This is an optimization exercise on Yosys and OpenROAD, whose aim is small area, a short achievable clock period and few clock cycles, not a production implementation.
In this exercise RTL edits were held to simulation tests only and were not proved equivalent to the original.
Power is estimated from default activity; no workload was simulated.

// bst_sorter_top
module bst_sorter_top (
	input 			clk,
	input 			rstn,
	input 			sw_rst,
	input [4:0]		i_cnfg_elems_num,
	input 			i_enable,
	output logic 		o_sorter_phase,
	input 			new_elem_valid,
	input [15:0] 		new_elem_key,
	input [31:0] 		new_elem_value,
	output logic 		new_elem_ack,
	output logic 		sort_is_done_pls,
	output logic [15:0]	min_elem_key,
	output logic [31:0]	min_elem_value,
	output logic [15:0]	max_elem_key,
	output logic [31:0]	max_elem_value,
	input 			get_all_sorted_data_req_pls,
	output logic 		get_all_sorted_data_done_lvl,
	output logic [3:0] 	get_elem_idx,
	output logic		get_elem_valid,
	output logic [15:0] 	get_elem_key,
	output logic [31:0] 	get_elem_value
	);
export LEC_CHECK = 0
export ABC_CLOCK_PERIOD_IN_PS = 3000
export CAP_MARGIN = 20
export CORE_MARGIN = 2
export CORE_UTILIZATION = 40
export SLEW_MARGIN = 20
create_clock -name core_clock -period 10.0 [get_ports {clk}]
standard.sh (not shown) runs the stock make flow with config.mk's settings and CLKGATE_MAP_FILE= SYNTH_SCRIPT=/design/flow/synth_recipe.tcl, a recipe that flattens the netlist after the stock synthesis.
==> flow/flow/run.sh <==
#!/bin/bash
set -euo pipefail
bash standard.sh SETUP_SLACK_MARGIN=6.6 \
	BUFFER_PORTS_ARGS="-buffer_cell sky130_fd_sc_hd__buf_1" \
	CTS_CLUSTER_SIZE=27 CTS_CLUSTER_DIAMETER=90 \
	finish > standard.log 2>&1
Testbench counts at the start, summed over its fixed seeds: cycles 15,218.
Rerun with:
--- a/flow/design.v
+++ b/flow/design.v
@@ -216,18 +216,21 @@
 logic [KEY_W-1:0]	out_key_r;
 logic [VALUE_W-1:0]	out_val_r;
 logic 			new_gt_max;
 logic 			min_gt_new;
 gen_bst_key_gt #(.W(KEY_W)) u_cmp_max (.a(rk[0]), .b(mx_key_r), .gt(new_gt_max));
 gen_bst_key_gt #(.W(KEY_W)) u_cmp_min (.a(out_key_r), .b(rk[0]), .gt(min_gt_new));
+logic 			mx_upd;
+logic 			mx_hold;
+assign mx_upd  = fresh_r & (first_r | new_gt_max);
+assign mx_hold = ~mx_upd & ~phase_r;
 always_ff @ (posedge clk)
-	if (fresh_r & (first_r | new_gt_max))
-		begin
-		mx_key_r <= rk[0];
-		mx_val_r <= rv[0];
-		end
+	begin
+	mx_key_r <= (rk[0] & {KEY_W{mx_upd}})   | (mx_key_r & {KEY_W{mx_hold}});
+	mx_val_r <= (rv[0] & {VALUE_W{mx_upd}}) | (mx_val_r & {VALUE_W{mx_hold}});
+	end
 logic [KEY_W-1:0]	sel_key;
 logic [VALUE_W-1:0]	sel_val;
 always_comb
 	begin
 	sel_key = '0;
 	sel_val = '0;
@@ -235,24 +238,20 @@
 		if (rvld[i] & (&rq[i]))
 			begin
 			sel_key = sel_key | rk[i];
 			sel_val = sel_val | rv[i];
 			end
 	end
+logic 			mn_upd;
+logic 			out_hold;
+assign mn_upd   = ~cont_sel & fresh_r & (first_r | min_gt_new);
+assign out_hold = ~cont_sel & ~mn_upd;
 always_ff @ (posedge clk)
 	begin
-	if (cont_sel)
-		begin
-		out_key_r <= sel_key;
-		out_val_r <= sel_val;
-		end
-	else if (fresh_r & (first_r | min_gt_new))
-		begin
-		out_key_r <= rk[0];
-		out_val_r <= rv[0];
-		end
+	out_key_r <= (sel_key & {KEY_W{cont_sel}})   | (rk[0] & {KEY_W{mn_upd}})   | (out_key_r & {KEY_W{out_hold}});
+	out_val_r <= (sel_val & {VALUE_W{cont_sel}}) | (rv[0] & {VALUE_W{mn_upd}}) | (out_val_r & {VALUE_W{out_hold}});
 	end
 assign new_elem_ack			= ack_r;
 assign sort_is_done_pls			= done_pls_r;
 assign min_elem_key			= out_key_r;
 assign min_elem_value			= out_val_r;
 assign max_elem_key			= mx_key_r;
Effect:
- synthesized area rises by 0.36%
- worst hold slack stays flat
- total power rises by 18%
- clock-buffer cell count falls by 17
- routed wire length rises by 7.3%
- clock skew rises by 0.015 ns
Testbench counts after the change, summed over its fixed seeds: cycles 15,218.

## job 103
The RTL this note starts from:
==> flow/design.v <==
module custom_spmem_wrapper_empty #(
	parameter DATA_W 	= 32,
	parameter DEPTH  	= 256,
	parameter SIM_DLY 	= 1,
	parameter ADDR_W  	= $clog2(DEPTH)
	) ( 
	input 				clk, 
	input 				rstn,
	input 				rd_req,  
	input 				wr_req,  
	input [ADDR_W-1:0] 		addr,
	input [DATA_W-1:0] 		wr_data,
	output logic 			rd_data_valid,
	output logic [DATA_W-1:0]	rd_data
	);
always_ff @ (posedge clk or negedge rstn) 
	begin
	if (~rstn)	rd_data_valid <= 1'b0;
	else
		begin
			rd_data_valid <= rd_req;
		end
	end
logic [DATA_W-1:0] 		mem_data_ary [0:DEPTH-1];
always @ (posedge clk)
	begin
	if (rd_req)
		begin
		rd_data <= mem_data_ary[addr];
		end
	else if (wr_req)
		begin
		mem_data_ary[addr] <= wr_data;
		end
	end
endmodule
module gen_bst_sorter #(
	parameter KEY_W 	= 16,
	parameter VALUE_W 	= 32,
	parameter MAX_ELEM_NUM 	= 16,
	parameter MAX_ELEM_NUM_W	= $clog2(MAX_ELEM_NUM+1),
	parameter MAX_ELEM_NUM_IDX_W	= $clog2(MAX_ELEM_NUM)
	) (
	input 					clk,
	input 					rstn,
	input 					sw_rst,
	input [MAX_ELEM_NUM_W-1:0]		i_cnfg_elems_num,
	input 					i_enable,
	output logic 				o_sorter_phase,
	input 					new_elem_valid,
	input [KEY_W-1:0] 			new_elem_key,
	input [VALUE_W-1:0] 			new_elem_value,
	output logic 				new_elem_ack,
	output logic 				sort_is_done_pls,
	output logic [KEY_W-1:0]		min_elem_key,
	output logic [VALUE_W-1:0]		min_elem_value,
	output logic [KEY_W-1:0]		max_elem_key,
	output logic [VALUE_W-1:0]		max_elem_value,
	input 					get_all_sorted_data_req_pls,
	output logic 				get_all_sorted_data_done_lvl,
	output logic [MAX_ELEM_NUM_IDX_W-1:0] 	get_elem_idx,
	output logic				get_elem_valid,
	output logic [KEY_W-1:0] 		get_elem_key,
	output logic [VALUE_W-1:0] 		get_elem_value
	);
localparam D  = MAX_ELEM_NUM;
localparam QW = MAX_ELEM_NUM_IDX_W;
localparam CW = MAX_ELEM_NUM_W;
logic 			clr;		 
logic 			take;		 
logic 			ack_r;
logic [CW-1:0]		n_r;		 
logic [QW-1:0]		nm1_r;		 
logic [QW-1:0]		off_r;		 
logic [CW-1:0]		cnt_r;		 
logic 			cnt_eq_nm1;
logic 			cnt_eq_n;
logic 			fresh_r;	 
logic 			fresh2_r;	 
logic 			first_sel;	 
logic 			cont_sel;	 
logic 			done_pls_r;
logic 			phase_r;
logic 			started_r;
logic 			ov_r;
logic [QW-1:0]		oidx_r;
logic 			last_out;
logic 			done_lvl_r;
logic 			sel_now;	 
assign clr  = ~i_enable | sw_rst;
assign take = new_elem_valid & ack_r;
assign cnt_eq_nm1 = (cnt_r == n_r - 1'b1);
assign cnt_eq_n   = (cnt_r == n_r);
assign last_out = ov_r & (oidx_r == nm1_r);
assign first_sel = phase_r & ~started_r & get_all_sorted_data_req_pls;
assign cont_sel  = ov_r & (oidx_r != nm1_r);
assign sel_now   = ~clr & (first_sel | cont_sel);
logic [D-1:0][KEY_W-1:0]	rk;
logic [D-1:0][VALUE_W-1:0]	rv;
logic [D-1:0][QW-1:0]		rq;
logic [D-1:0]			rvld;
always_ff @ (posedge clk)
	begin
	n_r   <= i_cnfg_elems_num;
	nm1_r <= QW'(i_cnfg_elems_num - 1'b1);
	off_r <= QW'(D - i_cnfg_elems_num);
	end
always_ff @ (posedge clk or negedge rstn)
	begin
	if (~rstn)
		begin
		ack_r 		<= 1'b1;
		cnt_r 		<= '0;
		fresh_r 	<= 1'b0;
		fresh2_r 	<= 1'b0;
		done_pls_r 	<= 1'b0;
		phase_r 	<= 1'b0;
		started_r 	<= 1'b0;
		ov_r 		<= 1'b0;
		done_lvl_r 	<= 1'b0;
		rvld 		<= '0;
		end
	else if (clr)
		begin
		ack_r 		<= 1'b1;
		cnt_r 		<= '0;
		fresh_r 	<= 1'b0;
		fresh2_r 	<= 1'b0;
		done_pls_r 	<= 1'b0;
		phase_r 	<= 1'b0;
		started_r 	<= 1'b0;
		ov_r 		<= 1'b0;
		done_lvl_r 	<= 1'b0;
		rvld 		<= '0;
		end
	else
		begin
		ack_r 		<= ~(take ? cnt_eq_nm1 : cnt_eq_n) & ~rvld[D-2];
		cnt_r 		<= cnt_r + CW'(take);
		fresh_r 	<= take;
		fresh2_r 	<= fresh_r;
		done_pls_r 	<= take & cnt_eq_nm1;
		phase_r 	<= (phase_r | done_pls_r) & ~last_out;
		started_r 	<= started_r | sel_now;
		ov_r 		<= sel_now;
		done_lvl_r 	<= done_lvl_r | last_out;
		rvld 		<= {rvld[D-2:0], take | rvld[D-1]};
		end
	end
always_ff @ (posedge clk)
	oidx_r <= ov_r ? oidx_r + 1'b1 : '0;
logic [D-1:0]		gt;	 
logic [D-1:0]		inc;
logic [QW-1:0]		newq;
logic [D-1:0]		gt_raw;
assign gt_raw[0] = 1'b0;
for (genvar gi = 1; gi < D; gi++)
	begin : g_cmp
	gen_bst_key_gt #(.W(KEY_W)) u_cmp (.a(rk[gi]), .b(rk[0]), .gt(gt_raw[gi]));
	end
assign gt = rvld & gt_raw;
logic [1:0]	pc_a0, pc_a1, pc_a2, pc_a3, pc_a4;
logic [2:0]	pc_b0, pc_b1;
logic [QW-1:0]	pc_b2;
logic [2:0]	pc_b0_r, pc_b1_r;
logic [QW-1:0]	pc_b2_r;
assign pc_a0 = 2'(gt[1])  + 2'(gt[2])  + 2'(gt[3]);
assign pc_a1 = 2'(gt[4])  + 2'(gt[5])  + 2'(gt[6]);
assign pc_a2 = 2'(gt[7])  + 2'(gt[8])  + 2'(gt[9]);
assign pc_a3 = 2'(gt[10]) + 2'(gt[11]) + 2'(gt[12]);
assign pc_a4 = 2'(gt[13]) + 2'(gt[14]) + 2'(gt[15]);
assign pc_b0 = 3'(pc_a0) + 3'(pc_a1);
assign pc_b1 = 3'(pc_a2) + 3'(pc_a3);
assign pc_b2 = QW'(pc_a4) + off_r;
always_ff @ (posedge clk)
	begin
	pc_b0_r <= pc_b0;
	pc_b1_r <= pc_b1;
	pc_b2_r <= pc_b2;
	end
assign newq  = QW'(pc_b0_r) + QW'(pc_b1_r) + pc_b2_r;
always_comb
	begin
	inc[0] = sel_now;
	for (int i = 1; i < D; i++)
		inc[i] = sel_now | (fresh_r & rvld[i] & ~gt[i]);
	end
always_ff @ (posedge clk)
	begin
	rk[0] <= take ? new_elem_key   : rk[D-1];
	rv[0] <= take ? new_elem_value : rv[D-1];
	rq[0] <= rq[D-1] + QW'(inc[D-1]);
	rq[1] <= rq[0] + QW'(inc[0]);
	rq[2] <= (fresh2_r ? newq : rq[1]) + QW'(inc[1]);
	for (int i = 1; i < D; i++)
		begin
		rk[i] <= rk[i-1];
		rv[i] <= rv[i-1];
		end
	for (int i = 3; i < D; i++)
		rq[i] <= rq[i-1] + QW'(inc[i-1]);
	end
logic [KEY_W-1:0]	mx_key_r;
logic [VALUE_W-1:0]	mx_val_r;
logic [KEY_W-1:0]	out_key_r;
logic [VALUE_W-1:0]	out_val_r;
logic 			first;
logic 			new_gt_max;
logic 			min_gt_new;
gen_bst_key_gt #(.W(KEY_W)) u_cmp_max (.a(new_elem_key), .b(mx_key_r), .gt(new_gt_max));
assign first = (cnt_r == '0);
always_ff @ (posedge clk)
	begin
	if (take & (first | new_gt_max))
		begin
		mx_key_r <= new_elem_key;
		mx_val_r <= new_elem_value;
		end
	end
logic [KEY_W-1:0]	sel_key;
logic [VALUE_W-1:0]	sel_val;
always_comb
	begin
	sel_key = '0;
	sel_val = '0;
	for (int i = 0; i < D; i++)
		if (rvld[i] & (&rq[i]))
			begin
			sel_key = sel_key | rk[i];
			sel_val = sel_val | rv[i];
			end
	end
gen_bst_key_gt #(.W(KEY_W)) u_cmp_min (.a(out_key_r), .b(new_elem_key), .gt(min_gt_new));
always_ff @ (posedge clk)
	begin
	if (cont_sel)
		begin
		out_key_r <= sel_key;
		out_val_r <= sel_val;
		end
	else if (take & (first | min_gt_new))
		begin
		out_key_r <= new_elem_key;
		out_val_r <= new_elem_value;
		end
	end
assign new_elem_ack			= ack_r;
assign sort_is_done_pls			= done_pls_r;
assign min_elem_key			= out_key_r;
assign min_elem_value			= out_val_r;
assign max_elem_key			= mx_key_r;
assign max_elem_value			= mx_val_r;
assign o_sorter_phase			= phase_r;
assign get_all_sorted_data_done_lvl	= done_lvl_r;
assign get_elem_valid			= ov_r;
assign get_elem_idx			= oidx_r;
assign get_elem_key			= out_key_r;
assign get_elem_value			= out_val_r;
endmodule
module gen_bst_key_gt #(
	parameter W = 16
	) (
	input [W-1:0]	a,
	input [W-1:0]	b,
	output logic	gt
	);
localparam L = $clog2(W);
logic [L:0][W-1:0]	g;
logic [L:0][W-1:0]	l;
assign g[0] = a & ~b;
assign l[0] = ~a & b;
for (genvar lv = 0; lv < L; lv++)
	begin : g_lv
	for (genvar i = 0; i < W; i++)
		begin : g_bit
		if ((i % (2 << lv)) == 0 && (i + (1 << lv)) < W)
			begin : g_join
			assign g[lv+1][i] = g[lv][i+(1<<lv)] | (~l[lv][i+(1<<lv)] & g[lv][i]);
			assign l[lv+1][i] = l[lv][i+(1<<lv)] | (~g[lv][i+(1<<lv)] & l[lv][i]);
			end
		else
			begin : g_pass
			assign g[lv+1][i] = g[lv][i];
			assign l[lv+1][i] = l[lv][i];
			end
		end
	end
assign gt = g[L][0];
endmodule
module bst_sorter_top (
	input 			clk,
	input 			rstn,
	input 			sw_rst,
	input [4:0]		i_cnfg_elems_num,
	input 			i_enable,
	output logic 		o_sorter_phase,
	input 			new_elem_valid,
	input [15:0] 		new_elem_key,
	input [31:0] 		new_elem_value,
	output logic 		new_elem_ack,
	output logic 		sort_is_done_pls,
	output logic [15:0]	min_elem_key,
	output logic [31:0]	min_elem_value,
	output logic [15:0]	max_elem_key,
	output logic [31:0]	max_elem_value,
	input 			get_all_sorted_data_req_pls,
	output logic 		get_all_sorted_data_done_lvl,
	output logic [3:0] 	get_elem_idx,
	output logic		get_elem_valid,
	output logic [15:0] 	get_elem_key,
	output logic [31:0] 	get_elem_value
	);
gen_bst_sorter #(
	.KEY_W 		(16	),
	.VALUE_W 	(32	),
	.MAX_ELEM_NUM 	(16	)
	) u_sorter_inst (
	.clk				(clk				),
	.rstn				(rstn				),
	.sw_rst				(sw_rst				),
	.i_cnfg_elems_num		(i_cnfg_elems_num		),
	.i_enable			(i_enable			),
	.o_sorter_phase			(o_sorter_phase			),
	.new_elem_valid			(new_elem_valid			),
	.new_elem_key			(new_elem_key			),
	.new_elem_value			(new_elem_value			),
	.new_elem_ack			(new_elem_ack			),
	.sort_is_done_pls		(sort_is_done_pls		),
	.min_elem_key			(min_elem_key			),
	.min_elem_value			(min_elem_value			),
	.max_elem_key			(max_elem_key			),
	.max_elem_value			(max_elem_value			),
	.get_all_sorted_data_req_pls	(get_all_sorted_data_req_pls	),
	.get_all_sorted_data_done_lvl	(get_all_sorted_data_done_lvl	),
	.get_elem_idx			(get_elem_idx			),
	.get_elem_valid			(get_elem_valid			),
	.get_elem_key			(get_elem_key			),
	.get_elem_value			(get_elem_value			)
	);
endmodule
clock: 10.0 ns
lec_check: 0
abc_clock_period_in_ps: 3000
cap_margin: 20
core_margin: 2
core_utilization: 40
slew_margin: 20
==> flow/flow/run.sh <==
#!/bin/bash
set -euo pipefail
bash standard.sh SETUP_SLACK_MARGIN=6.4 \
	BUFFER_PORTS_ARGS="-buffer_cell sky130_fd_sc_hd__buf_1" \
	CTS_CLUSTER_SIZE=22 CTS_CLUSTER_DIAMETER=80 \
	finish > standard.log 2>&1
Testbench counts of job 103, summed over its fixed seeds: cycles 14,738.
--- input diff job 103..job 102 ---
--- a/flow/design.v
+++ b/flow/design.v
@@ -72,5 +72,5 @@
 logic [CW-1:0]		n_r;		 
 logic [QW-1:0]		nm1_r;		 
-logic [QW-1:0]		off_r;		 
+logic [QW-1:0]		off;		 
 logic [CW-1:0]		cnt_r;		 
 logic 			cnt_eq_nm1;
@@ -90,4 +90,5 @@
 assign clr  = ~i_enable | sw_rst;
 assign take = new_elem_valid & ack_r;
+assign off = QW'(D - n_r);
 assign cnt_eq_nm1 = (cnt_r == n_r - 1'b1);
 assign cnt_eq_n   = (cnt_r == n_r);
@@ -104,5 +105,4 @@
 	n_r   <= i_cnfg_elems_num;
 	nm1_r <= QW'(i_cnfg_elems_num - 1'b1);
-	off_r <= QW'(D - i_cnfg_elems_num);
 	end
 always_ff @ (posedge clk or negedge rstn)
@@ -172,5 +172,5 @@
 assign pc_b0 = 3'(pc_a0) + 3'(pc_a1);
 assign pc_b1 = 3'(pc_a2) + 3'(pc_a3);
-assign pc_b2 = QW'(pc_a4) + off_r;
+assign pc_b2 = QW'(pc_a4) + off;
 always_ff @ (posedge clk)
 	begin
==> comparison <==
- Going from job 103 to job 102, the share of the cycle needed by the critical path after routing was found to have gone up by 1.7 points.
- [compare] base=job 103 new=job 102: post-route worst setup slack decreased 0.17 ns, initial antenna violation count shrank by 1, share of cell area taken by muxes after synthesis lower.
- On job 102: worst slew margin relative to its limit is 18 points higher than what job 103 gave.
- Job 102 falls short of job 103 in total vias in the final route.
- On portion of total power attributed to combinational logic, job 102 and job 103 are neck and neck.
- Going from job 103 to job 102, via count of the first global-routing pass rose by 1270; post-detailed-routing wire length fell by about 2%; utilization after layout fell by 0.29 points.
- Of job 102 and job 103, the higher minimum clock period belongs to job 102.
- As of job 102, net switching power had fallen by a few percent compared to job 103.
Testbench counts of job 102, summed over its fixed seeds: cycles 14,738.

what the ideal ports hide:
Ports are ideal in the flow. The routed layouts listed here were re-timed in OpenROAD.
Step 1, drivers: a clkbuf_16 drives clk and a buf_2 each remaining input, both assumed.
Step 2 adds t to the input delays and takes it off the output delays; t is the mean of the earliest and latest rising clock arrival at the registers after step 1. Input paths then give back, and output paths get back, about the clock's delay inside the block.
Slacks: ideal ports / drivers / drivers and shift; pairs: ideal ports / drivers.
run | t, ns | setup slack, ns | hold slack, ns | worst slew at a driven data input, ns | pins driven straight from the clock port
the first run of note 1 | 0.698 | 6.637 / 6.566 / 6.092 | 0.342 / 0.342 / 0.342 | 0.07 | 1
the second run of note 1 | 0.704 | 6.612 / 6.600 / 6.102 | 0.340 / 0.340 / 0.340 | 0.06 | 1
job 103 | 0.730 | 6.302 / 6.302 / 5.720 | 0.332 / 0.332 / 0.332 | 0.04 | 1
job 102 | 0.702 | 6.134 / 6.134 / 5.805 | 0.345 / 0.345 / 0.345 | 0.08 | 1
After both steps every run listed still meets setup and hold. The setup slack of job 103, which loses most, moves by 0.000 ns with the drivers and by -0.582 ns with both steps.
